Background: an optimization exercise with open tools, aiming at small area and a short achievable clock period. Do not read the settings as production practice.
RTL that was checked went through simulation tests only; none was proved equivalent to the original.

==> inputs of job 6319 <==
==> flow/design.v (excerpt) <==
module lab2_pipe (
    input clk,
    input rst,
    input start,
    input [31:0] x,
    output reg rdy,
    output [31:0] y
);
reg rdy1, rdy2;
always @(posedge clk) begin
    if (rst) begin
        rdy1 <= 1'b0;
        rdy2 <= 1'b0;
        rdy  <= 1'b1;
    end else begin
        if (start) rdy1 <= 1'b1;
        rdy2 <= rdy1;
        rdy  <= rdy2;
    end
end
reg [3:0] v;
always @(posedge clk) v <= rst ? 4'b0 : {v[2:0], 1'b1};
reg [31:0] r1_x;
reg [31:0] r2_x;
reg [19:0] r2_x2l;
reg [23:0] r2_x2h;
reg [31:0] r3_x;
reg [30:0] r3_x2;
reg [17:0] r3_x4l;
reg [30:0] r3_x4h;
reg [94:0] r4_cs;
wire p1 = ~(r1_x[1] & ~r1_x[0]);
wire p2 = ~(r1_x[1] & r1_x[0]);
wire p3 = ~(r1_x[2] & ~r1_x[1]);
wire p4 = ~(r1_x[2] & r1_x[1]);
wire p5 = ~(r1_x[3] & ~r1_x[2]);
wire p6 = ~(r1_x[3] & r1_x[2]);
wire p7 = ~(r1_x[4] & ~r1_x[3]);
wire p8 = ~(r1_x[4] & r1_x[3]);
wire p9 = ~(r1_x[5] & ~r1_x[4]);
wire p10 = ~(r1_x[5] & r1_x[4]);
wire p11 = ~(r1_x[6] & ~r1_x[5]);
wire p12 = ~(r1_x[6] & r1_x[5]);
wire p13 = ~(r1_x[7] & ~r1_x[6]);
wire p14 = ~(r1_x[7] & r1_x[6]);
wire p15 = ~(r1_x[8] & ~r1_x[7]);
wire p16 = ~(r1_x[8] & r1_x[7]);
wire p17 = ~(r1_x[9] & ~r1_x[8]);
wire p18 = ~(r1_x[9] & r1_x[8]);
wire p19 = ~(r1_x[10] & ~r1_x[9]);
wire p20 = ~(r1_x[10] & r1_x[9]);
wire p21 = ~(r1_x[11] & ~r1_x[10]);
wire p22 = ~(r1_x[11] & r1_x[10]);
wire p23 = ~(r1_x[12] & ~r1_x[11]);
wire p24 = ~(r1_x[12] & r1_x[11]);
wire p25 = ~(r1_x[13] & ~r1_x[12]);
wire p26 = ~(r1_x[13] & r1_x[12]);
wire p27 = ~(r1_x[14] & ~r1_x[13]);
wire p28 = ~(r1_x[14] & r1_x[13]);
  ...
Settings: LEC_CHECK=0, CAP_MARGIN=20, CORE_MARGIN=2, CORE_UTILIZATION=60, CTS_CLUSTER_DIAMETER=80, CTS_CLUSTER_SIZE=22, PLACE_DENSITY=0.75, SLEW_MARGIN=75, SYNTH_HIERARCHICAL=1; clock period 15.0 ns.
standard.sh (not shown) runs the stock make flow with config.mk's settings and CLKGATE_MAP_FILE= SYNTH_SCRIPT=/design/flow/synth_recipe.tcl, a recipe that flattens the netlist after the stock synthesis.
==> flow/flow/run.sh <==
#!/bin/bash
set -euo pipefail
export BUFFER_PORTS_ARGS="-buffer_cell sky130_fd_sc_hd__buf_2"
bash standard.sh > standard_flow.log 2>&1
==> inputs of job 1432, as changes to job 6319 <==
CORE_UTILIZATION = 40   (was 60)
CTS_CLUSTER_DIAMETER = 50   (was 80)
CTS_CLUSTER_SIZE = 40   (was 22)
PLACE_DENSITY = 0.6   (was 0.75)
==> comparison <==
Job 6319 produced a clean layout. Job 1432 passed the timing, DRC and antenna checks. Between job 6319 and job 1432, the lower first-iteration DRC count is in job 1432 (gap 40%, measured against job 1432). Clock skew: job 6319 is lower than job 1432 (0.0099 ns). Of job 1432 and job 6319, job 1432 has the higher clock-buffer cell count (gap 25). Of job 1432 and job 6319, job 6319 has the higher hold slack (gap 0.025 ns). Synthesized area is the same in job 1432 and job 6319. Between job 6319 and job 1432, the lower via count is in job 1432 (gap about 4%, measured against job 1432). Final area: job 1432 is higher than job 6319 (about 4%).
==> figures <==
| metric | job 1432 | job 6319 |
|---|---|---|
| Fin crit share | 0.273 | 0.273 |
| Layout buffer count excluding clock buffers | 139 | 134 |
| Met3 wire len | 5430 um | 6750 um |
| Clock-cell share of area | 0.0491 | 0.0246 |
| Placer's final routability congestion estimate | 0.840 | 0.900 |
| Drt via density | 5.12 | 5.85 |
| Result of the run | complete, no violations | complete, no violations |
| Endpoint of the worst register-to-register path | r2_x2l[19]$_DFF_P_ | r3_x4h[30]$_DFF_P_ |
| Delay of the slowest critical-path stage | 0.52 ns | 0.58 ns |
| Final wirelength | 75,300 um | 74,800 um |
| Final WS setup | 10.90 ns | 10.91 ns |
| Signal arrival time at the worst endpoint | 4.62 ns | 4.54 ns |
| Sequential fraction of total cell area | 0.210 | 0.219 |
| Number of buffers inserted during clock tree synthesis | 46 | 25 |
No run of this note included a check of the RTL's function; only the layout flow was run.


==> job 2609 <==
Another version of the RTL of lab2_pipe (not shown whole).
// lab2_pipe
module lab2_pipe (
    input clk,
    input rst,
    input start,
    input [31:0] x,
    output reg rdy,
    output [31:0] y
);
Settings: LEC_CHECK=0, CAP_MARGIN=20, CORE_MARGIN=2, CORE_UTILIZATION=40, PLACE_DENSITY=0.6, SLEW_MARGIN=75, SYNTH_HIERARCHICAL=1; clock period 15.0 ns.
run.sh (not shown) runs the stock make flow with config.mk's settings and CLKGATE_MAP_FILE= SYNTH_SCRIPT=/design/flow/synth_recipe.tcl, a recipe that flattens the netlist after the stock synthesis.
Stock flow here: none of the scripts above is used.
==> job 419 (differences from job 2609) <==
--- a/flow/config.mk
+++ b/flow/config.mk
@@ -11,3 +11,3 @@
 export PLACE_DENSITY = 0.6
-export SLEW_MARGIN = 75
+export SLEW_MARGIN = 90
 export SYNTH_HIERARCHICAL = 1
==> comparison table <==
	job 2609	job 419
Result of the run	complete, no violations	complete, no violations
Post-Route Skew	0.0268 ns	0.0174 ns
Clock network contribution to total cell area	3.65%	2.64%
Number of global-route vias before repair	23000	27100
Resized cells post-CTS	0	22
Worst hold slack across all endpoints	0.319 ns	0.319 ns
Total number of cells along the worst setup path	15	41
Number of buffers inserted to repair setup after CTS	0	5
Sequential share of cell area	17.6%	13.0%
Worst reg2reg path depth	15	41
Clk Latency, worst-skew pair	0.54 ns	0.56 ns
Buffer share of cell area	3.54%	15.8%
Setup slack, reg-to-reg	9.86 ns	0.59 ns
Final core occ	44.5%	61.6%
Layout clock buffer count	47	44
Post-route cell area	33100 µm²	45700 µm²
Multi-input combinational area share	69.7%	64.6%
Register area	5830 µm²	5950 µm²
Cell at the slowest stage of the critical path	fa_1	clkdlybuf4s50_1
Final worst path period need	5.14 ns	14.41 ns
Cells after DPL	3835	4438
Launch instance of the worst register-to-register path	r1_x[4]	r4_cs[27]
Non-clock buffer count in the final layout	120	761
Routed length on met2	37500 µm	53500 µm


==> inputs of exp/harbor <==
Another version of the RTL of lab2_pipe (not shown whole).
==> flow/config.mk <==
export PLATFORM = sky130hd
export DESIGN_NAME = lab2_pipe
export DESIGN_NICKNAME = lab2_pipe
export VERILOG_FILES = /design/flow/design.v
export SDC_FILE = /design/flow/constraint.sdc
export NUM_CORES = 4
export LEC_CHECK = 0
export CAP_MARGIN = 20
export CORE_MARGIN = 2
export CORE_UTILIZATION = 40
export CTS_BUF_LIST = sky130_fd_sc_hd__clkbuf_8
export CTS_CLUSTER_DIAMETER = 60
export CTS_CLUSTER_SIZE = 16
export PLACE_DENSITY = 0.6
export SLEW_MARGIN = 75
export SYNTH_HIERARCHICAL = 1
==> flow/constraint.sdc <==
create_clock -name core_clock -period 15.0 [get_ports {clk}]
set_input_delay 3.0000 -clock core_clock [delete_from_list [all_inputs] [get_ports {clk}]]
set_output_delay 3.0000 -clock core_clock [all_outputs]
set_load 0.01 [all_outputs]
standard.sh (not shown) runs the stock make flow with config.mk's settings and CLKGATE_MAP_FILE= SYNTH_SCRIPT=/design/flow/synth_recipe.tcl, a recipe that flattens the netlist after the stock synthesis.
Scripts as last shown in full above: flow/flow/run.sh
==> inputs of exp/cedar, as changes to exp/harbor <==
--- a/flow/design.v
+++ b/flow/design.v
@@ -726,17 +726,15 @@
 lab2_x2 u488 (.a(s486), .b(s487), .y(s488));
 wire s489;
 lab2_x2 u489 (.a(c461), .b(s488), .y(s489));
 wire s490;
 lab2_x2 u490 (.a(s489), .b(c462), .y(s490));
 wire i491 = ~r1_x[0];
-wire [21:0] x2_lo_c = {{1'b1, s334, c318, s315, c303, s302, c290, c283, c279, s278, c270, s267, c263, s260, c258, p60, p3, p2, p1, 1'b1, i491}, 1'b1} + {{1'b1, c325, s325, s317, s309, c295, s295, s289, s283, c273, s273, s269, s265, s262, s259, s257, p32, p31, 1'b1, 1'b1, 1'b1}, 1'b1};
-wire [20:0] x2_lo = ~x2_lo_c[21:1];
+wire [20:0] x2_lo = ~({1'b1, s334, c318, s315, c303, s302, c290, c283, c279, s278, c270, s267, c263, s260, c258, p60, p3, p2, p1, 1'b1, i491} + {1'b1, c325, s325, s317, s309, c295, s295, s289, s283, c273, s273, s269, s265, s262, s259, s257, p32, p31, 1'b1, 1'b1, 1'b1} + 1'b1);
 wire i492 = ~r2_x2h[22];
-wire [12:0] x2_hi_c = {{i492, r2_x2h[20], r2_x2h[18], r2_x2h[16], r2_x2h[14], r2_x2h[12], r2_x2h[10], r2_x2h[8], r2_x2h[6], r2_x2h[4], r2_x2h[2], r2_x2h[0]}, 1'b1} + {{r2_x2h[23], r2_x2h[21], r2_x2h[19], r2_x2h[17], r2_x2h[15], r2_x2h[13], r2_x2h[11], r2_x2h[9], r2_x2h[7], r2_x2h[5], r2_x2h[3], r2_x2h[1]}, {~r2_x2l[19]}};
-wire [11:0] x2_hi = ~x2_hi_c[12:1];
+wire [11:0] x2_hi = ~({i492, r2_x2h[20], r2_x2h[18], r2_x2h[16], r2_x2h[14], r2_x2h[12], r2_x2h[10], r2_x2h[8], r2_x2h[6], r2_x2h[4], r2_x2h[2], r2_x2h[0]} + {r2_x2h[23], r2_x2h[21], r2_x2h[19], r2_x2h[17], r2_x2h[15], r2_x2h[13], r2_x2h[11], r2_x2h[9], r2_x2h[7], r2_x2h[5], r2_x2h[3], r2_x2h[1]} + {~r2_x2l[19]});
 wire p493 = ~(r2_x2l[2] & r2_x2l[1]);
 wire p494 = ~(r2_x2l[2] & ~r2_x2l[1]);
 wire p495 = ~(r2_x2l[3] & ~r2_x2l[2]);
 wire p496 = ~(r2_x2l[3] & r2_x2l[2]);
 wire p497 = ~(r2_x2l[4] & ~r2_x2l[3]);
 wire p498 = ~(r2_x2l[4] & r2_x2l[3]);
@@ -1320,14 +1318,13 @@
 lab2_x2 u906 (.a(c883), .b(s904), .y(s906));
 wire s907;
 lab2_x2 u907 (.a(c884), .b(s905), .y(s907));
 wire s908;
 lab2_x2 u908 (.a(s906), .b(s907), .y(s908));
 wire i909 = ~r2_x2l[0];
-wire [21:0] x4_lo_c = {{1'b1, s776, c764, s763, c751, c744, c740, s739, c731, s728, c724, s721, c719, p548, p493, p521, r2_x2l[1], p519, 1'b1, 1'b1, i909}, 1'b1} + {{1'b1, s778, s770, c756, s756, s750, s744, c734, s734, s730, s726, s723, s720, s718, p522, 1'b1, p520, 1'b1, 1'b1, 1'b1, 1'b1}, 1'b1};
-wire [20:0] x4_lo = ~x4_lo_c[21:1];
+wire [20:0] x4_lo = ~({1'b1, s776, c764, s763, c751, c744, c740, s739, c731, s728, c724, s721, c719, p548, p493, p521, r2_x2l[1], p519, 1'b1, 1'b1, i909} + {1'b1, s778, s770, c756, s756, s750, s744, c734, s734, s730, s726, s723, s720, s718, p522, 1'b1, p520, 1'b1, 1'b1, 1'b1, 1'b1} + 1'b1);
 wire s910, c910;
 lab2_fa u910 (.a(r3_x4h[12]), .b(r3_x4h[13]), .c(r3_x4h[14]), .s(s910), .co(c910));
 wire s911 = r3_x4h[16] ^ r3_x4h[17];
 wire s912 = ~(r3_x4h[16] ^ r3_x4h[17]);
 wire c913;
 lab2_or u913 (.a(r3_x4h[16]), .b(r3_x4h[17]), .y(c913));
@@ -1345,14 +1342,13 @@
 lab2_fa u920 (.a(r3_x4h[28]), .b(c915), .c(s919), .s(s920), .co(c920));
 wire s921;
 lab2_x2 u921 (.a(r3_x4h[29]), .b(r3_x4h[30]), .y(s921));
 wire s922;
 lab2_x2 u922 (.a(s921), .b(c919), .y(s922));
 wire i923 = ~s922;
-wire [12:0] x4_hi_c = {{i923, c918, s915, c913, s912, r3_x4h[15], r3_x4h[10], r3_x4h[8], r3_x4h[6], r3_x4h[4], r3_x4h[2], r3_x4h[0]}, 1'b1} + {{c920, s920, s917, s914, c910, s910, r3_x4h[11], r3_x4h[9], r3_x4h[7], r3_x4h[5], r3_x4h[3], r3_x4h[1]}, {~r3_x4l[17]}};
-wire [11:0] x4_hi = ~x4_hi_c[12:1];
+wire [11:0] x4_hi = ~({i923, c918, s915, c913, s912, r3_x4h[15], r3_x4h[10], r3_x4h[8], r3_x4h[6], r3_x4h[4], r3_x4h[2], r3_x4h[0]} + {c920, s920, s917, s914, c910, s910, r3_x4h[11], r3_x4h[9], r3_x4h[7], r3_x4h[5], r3_x4h[3], r3_x4h[1]} + {~r3_x4l[17]});
 wire p924 = ~(r3_x4l[0] & r3_x[0]);
 wire p925 = ~(r3_x4l[0] & r3_x[1]);
 wire p926 = ~(r3_x4l[0] & r3_x[2]);
 wire p927 = ~(r3_x4l[0] & r3_x[3]);
 wire p928 = ~(r3_x4l[0] & r3_x[4]);
 wire p929 = ~(r3_x4l[0] & r3_x[5]);
@@ -2707,14 +2703,13 @@
 wire s1847;
 lab2_x2 u1847 (.a(s1846), .b(c1838), .y(s1847));
 wire s1848;
 lab2_x2 u1848 (.a(s1847), .b(c1839), .y(s1848));
 wire i1849 = ~r4_cs[3];
 wire i1850 = ~s1848;
-wire [32:0] y_s_c = {{i1850, c1835, c1829, s1826, c1817, c1812, c1807, c1802, s1799, s1796, c1792, s1791, c1787, s1784, c1780, c1777, r4_cs[31], r4_cs[27], r4_cs[25], r4_cs[23], r4_cs[21], r4_cs[19], r4_cs[17], r4_cs[15], r4_cs[13], r4_cs[11], r4_cs[9], r4_cs[7], r4_cs[5], i1849, r4_cs[2], r4_cs[0]}, 1'b1} + {{c1842, s1841, s1834, s1828, s1822, s1816, s1811, s1806, s1801, c1793, s1793, c1788, s1788, s1786, s1782, s1779, s1776, r4_cs[28], r4_cs[26], r4_cs[24], r4_cs[22], r4_cs[20], r4_cs[18], r4_cs[16], r4_cs[14], r4_cs[12], r4_cs[10], r4_cs[8], r4_cs[6], r4_cs[4], 1'b1, r4_cs[1]}, 1'b1};
-wire [31:0] y_s = ~y_s_c[32:1];
+wire [31:0] y_s = ~({i1850, c1835, c1829, s1826, c1817, c1812, c1807, c1802, s1799, s1796, c1792, s1791, c1787, s1784, c1780, c1777, r4_cs[31], r4_cs[27], r4_cs[25], r4_cs[23], r4_cs[21], r4_cs[19], r4_cs[17], r4_cs[15], r4_cs[13], r4_cs[11], r4_cs[9], r4_cs[7], r4_cs[5], i1849, r4_cs[2], r4_cs[0]} + {c1842, s1841, s1834, s1828, s1822, s1816, s1811, s1806, s1801, c1793, s1793, c1788, s1788, s1786, s1782, s1779, s1776, r4_cs[28], r4_cs[26], r4_cs[24], r4_cs[22], r4_cs[20], r4_cs[18], r4_cs[16], r4_cs[14], r4_cs[12], r4_cs[10], r4_cs[8], r4_cs[6], r4_cs[4], 1'b1, r4_cs[1]} + 1'b1);
 always @(posedge clk) begin
     r1_x <= {x[31], x[30], x[29], x[28], x[27], x[26], x[25], x[24], x[23], x[22], x[21], x[20], x[19], x[18], x[17], x[16], x[15], x[14], x[13], x[12], x[11], x[10], x[9], x[8], x[7], x[6], x[5], x[4], x[3], x[2], x[1], x[0]};
     r2_x <= {r1_x[31], r1_x[30], r1_x[29], r1_x[28], r1_x[27], r1_x[26], r1_x[25], r1_x[24], r1_x[23], r1_x[22], r1_x[21], r1_x[20], r1_x[19], r1_x[18], r1_x[17], r1_x[16], r1_x[15], r1_x[14], r1_x[13], r1_x[12], r1_x[11], r1_x[10], r1_x[9], r1_x[8], r1_x[7], r1_x[6], r1_x[5], r1_x[4], r1_x[3], r1_x[2], r1_x[1], r1_x[0]};
     r2_x2l <= {x2_lo[20], x2_lo[19], x2_lo[18], x2_lo[17], x2_lo[16], x2_lo[15], x2_lo[14], x2_lo[13], x2_lo[12], x2_lo[11], x2_lo[10], x2_lo[9], x2_lo[8], x2_lo[7], x2_lo[6], x2_lo[5], x2_lo[4], x2_lo[3], p1, r1_x[0]};
     r2_x2h <= {c463, s490, s463, c450, c435, s449, s435, c423, s422, c409, s409, c398, c385, s397, s385, c375, s374, c363, s363, c354, c343, s353, s343, c335};
     r3_x <= {r2_x[31], r2_x[30], r2_x[29], r2_x[28], r2_x[27], r2_x[26], r2_x[25], r2_x[24], r2_x[23], r2_x[22], r2_x[21], r2_x[20], r2_x[19], r2_x[18], r2_x[17], r2_x[16], r2_x[15], r2_x[14], r2_x[13], r2_x[12], r2_x[11], r2_x[10], r2_x[9], r2_x[8], r2_x[7], r2_x[6], r2_x[5], r2_x[4], r2_x[3], r2_x[2], r2_x[1], r2_x[0]};
==> flow/config.mk (replaced) <==
export PLATFORM = sky130hd
export DESIGN_NAME = lab2_pipe
export DESIGN_NICKNAME = lab2_pipe
export VERILOG_FILES = /design/flow/design.v
export SDC_FILE = /design/flow/constraint.sdc
export NUM_CORES = 4
export LEC_CHECK = 0
export CAP_MARGIN = 20
export CORE_MARGIN = 2
export CORE_UTILIZATION = 40
export CTS_CLUSTER_DIAMETER = 80
export CTS_CLUSTER_SIZE = 22
export PLACE_DENSITY = 0.6
export SLEW_MARGIN = 75
export SYNTH_HIERARCHICAL = 1
==> results.txt <==
quantity	exp/harbor	exp/cedar
Outcome	finished clean	finished clean
Insertion delay of the later-clocked pin in the worst-skew pair	0.67 ns	0.61 ns
Post-synthesis cell type count	75	59
Path type of the worst setup path	flip-flop to output port	flip-flop to flip-flop
Simple-gate share of the synthesized area	15.81%	16.04%
Fraction of synthesized cell area taken by the top area cell type	43.42%	44.01%
Signal arrival time at the worst endpoint	1.16 ns	4.70 ns
Final-stage net count	3,741	3,678
Mean instance size in the synthesized netlist	10.35 µm²	10.42 µm²
Pre-CTS setup slack	10.69 ns	10.78 ns
Layout cells sized above 1	10.43%	9.169%
Clock network area share	2.693%	3.043%
Critical Path End Type	output port	flip-flop
Final core utilization	44.27%	44.12%
Post-synthesis xor/xnor area fraction	6.436%	6.649%
No functional check of the RTL was part of any run of this note.

## re-timing with driven ports
Ports are ideal in the flow. The routed layouts listed here were re-timed in OpenROAD. Step 1 assumes that a clkbuf_16 drives the clock port and a buf_2 every other input. Step 2 adds t to the input delays and takes it off the output delays; t is the mean of the earliest and latest rising clock arrival at the registers after step 1. Input paths then give back, and output paths get back, about the clock's delay inside the block. Three values: ideal ports, drivers, drivers and shift; two values: the first two.
| run | t, ns | setup slack, ns | worst setup path at the end |
|---|---|---|---|
| job 6319 | 0.619 | 10.906 / 10.906 / 10.825 | input to register |
| job 1432 | 0.653 | 10.904 / 10.872 / 10.853 | input to register |
| job 2609 | 0.595 | 9.859 / 9.859 / 9.859 | register to register |
| job 419 | 0.624 | 0.594 / 0.594 / 0.594 | register to register |
| exp/harbor | 0.706 | 10.838 / 10.773 / 10.680 | input to register |
| exp/cedar | 0.655 | 10.777 / 10.777 / 10.777 | register to register |
After both steps setup and hold are still met in every run listed. The setup slack of exp/harbor, which loses most, moves by -0.065 ns with the drivers and by -0.158 ns with both steps.
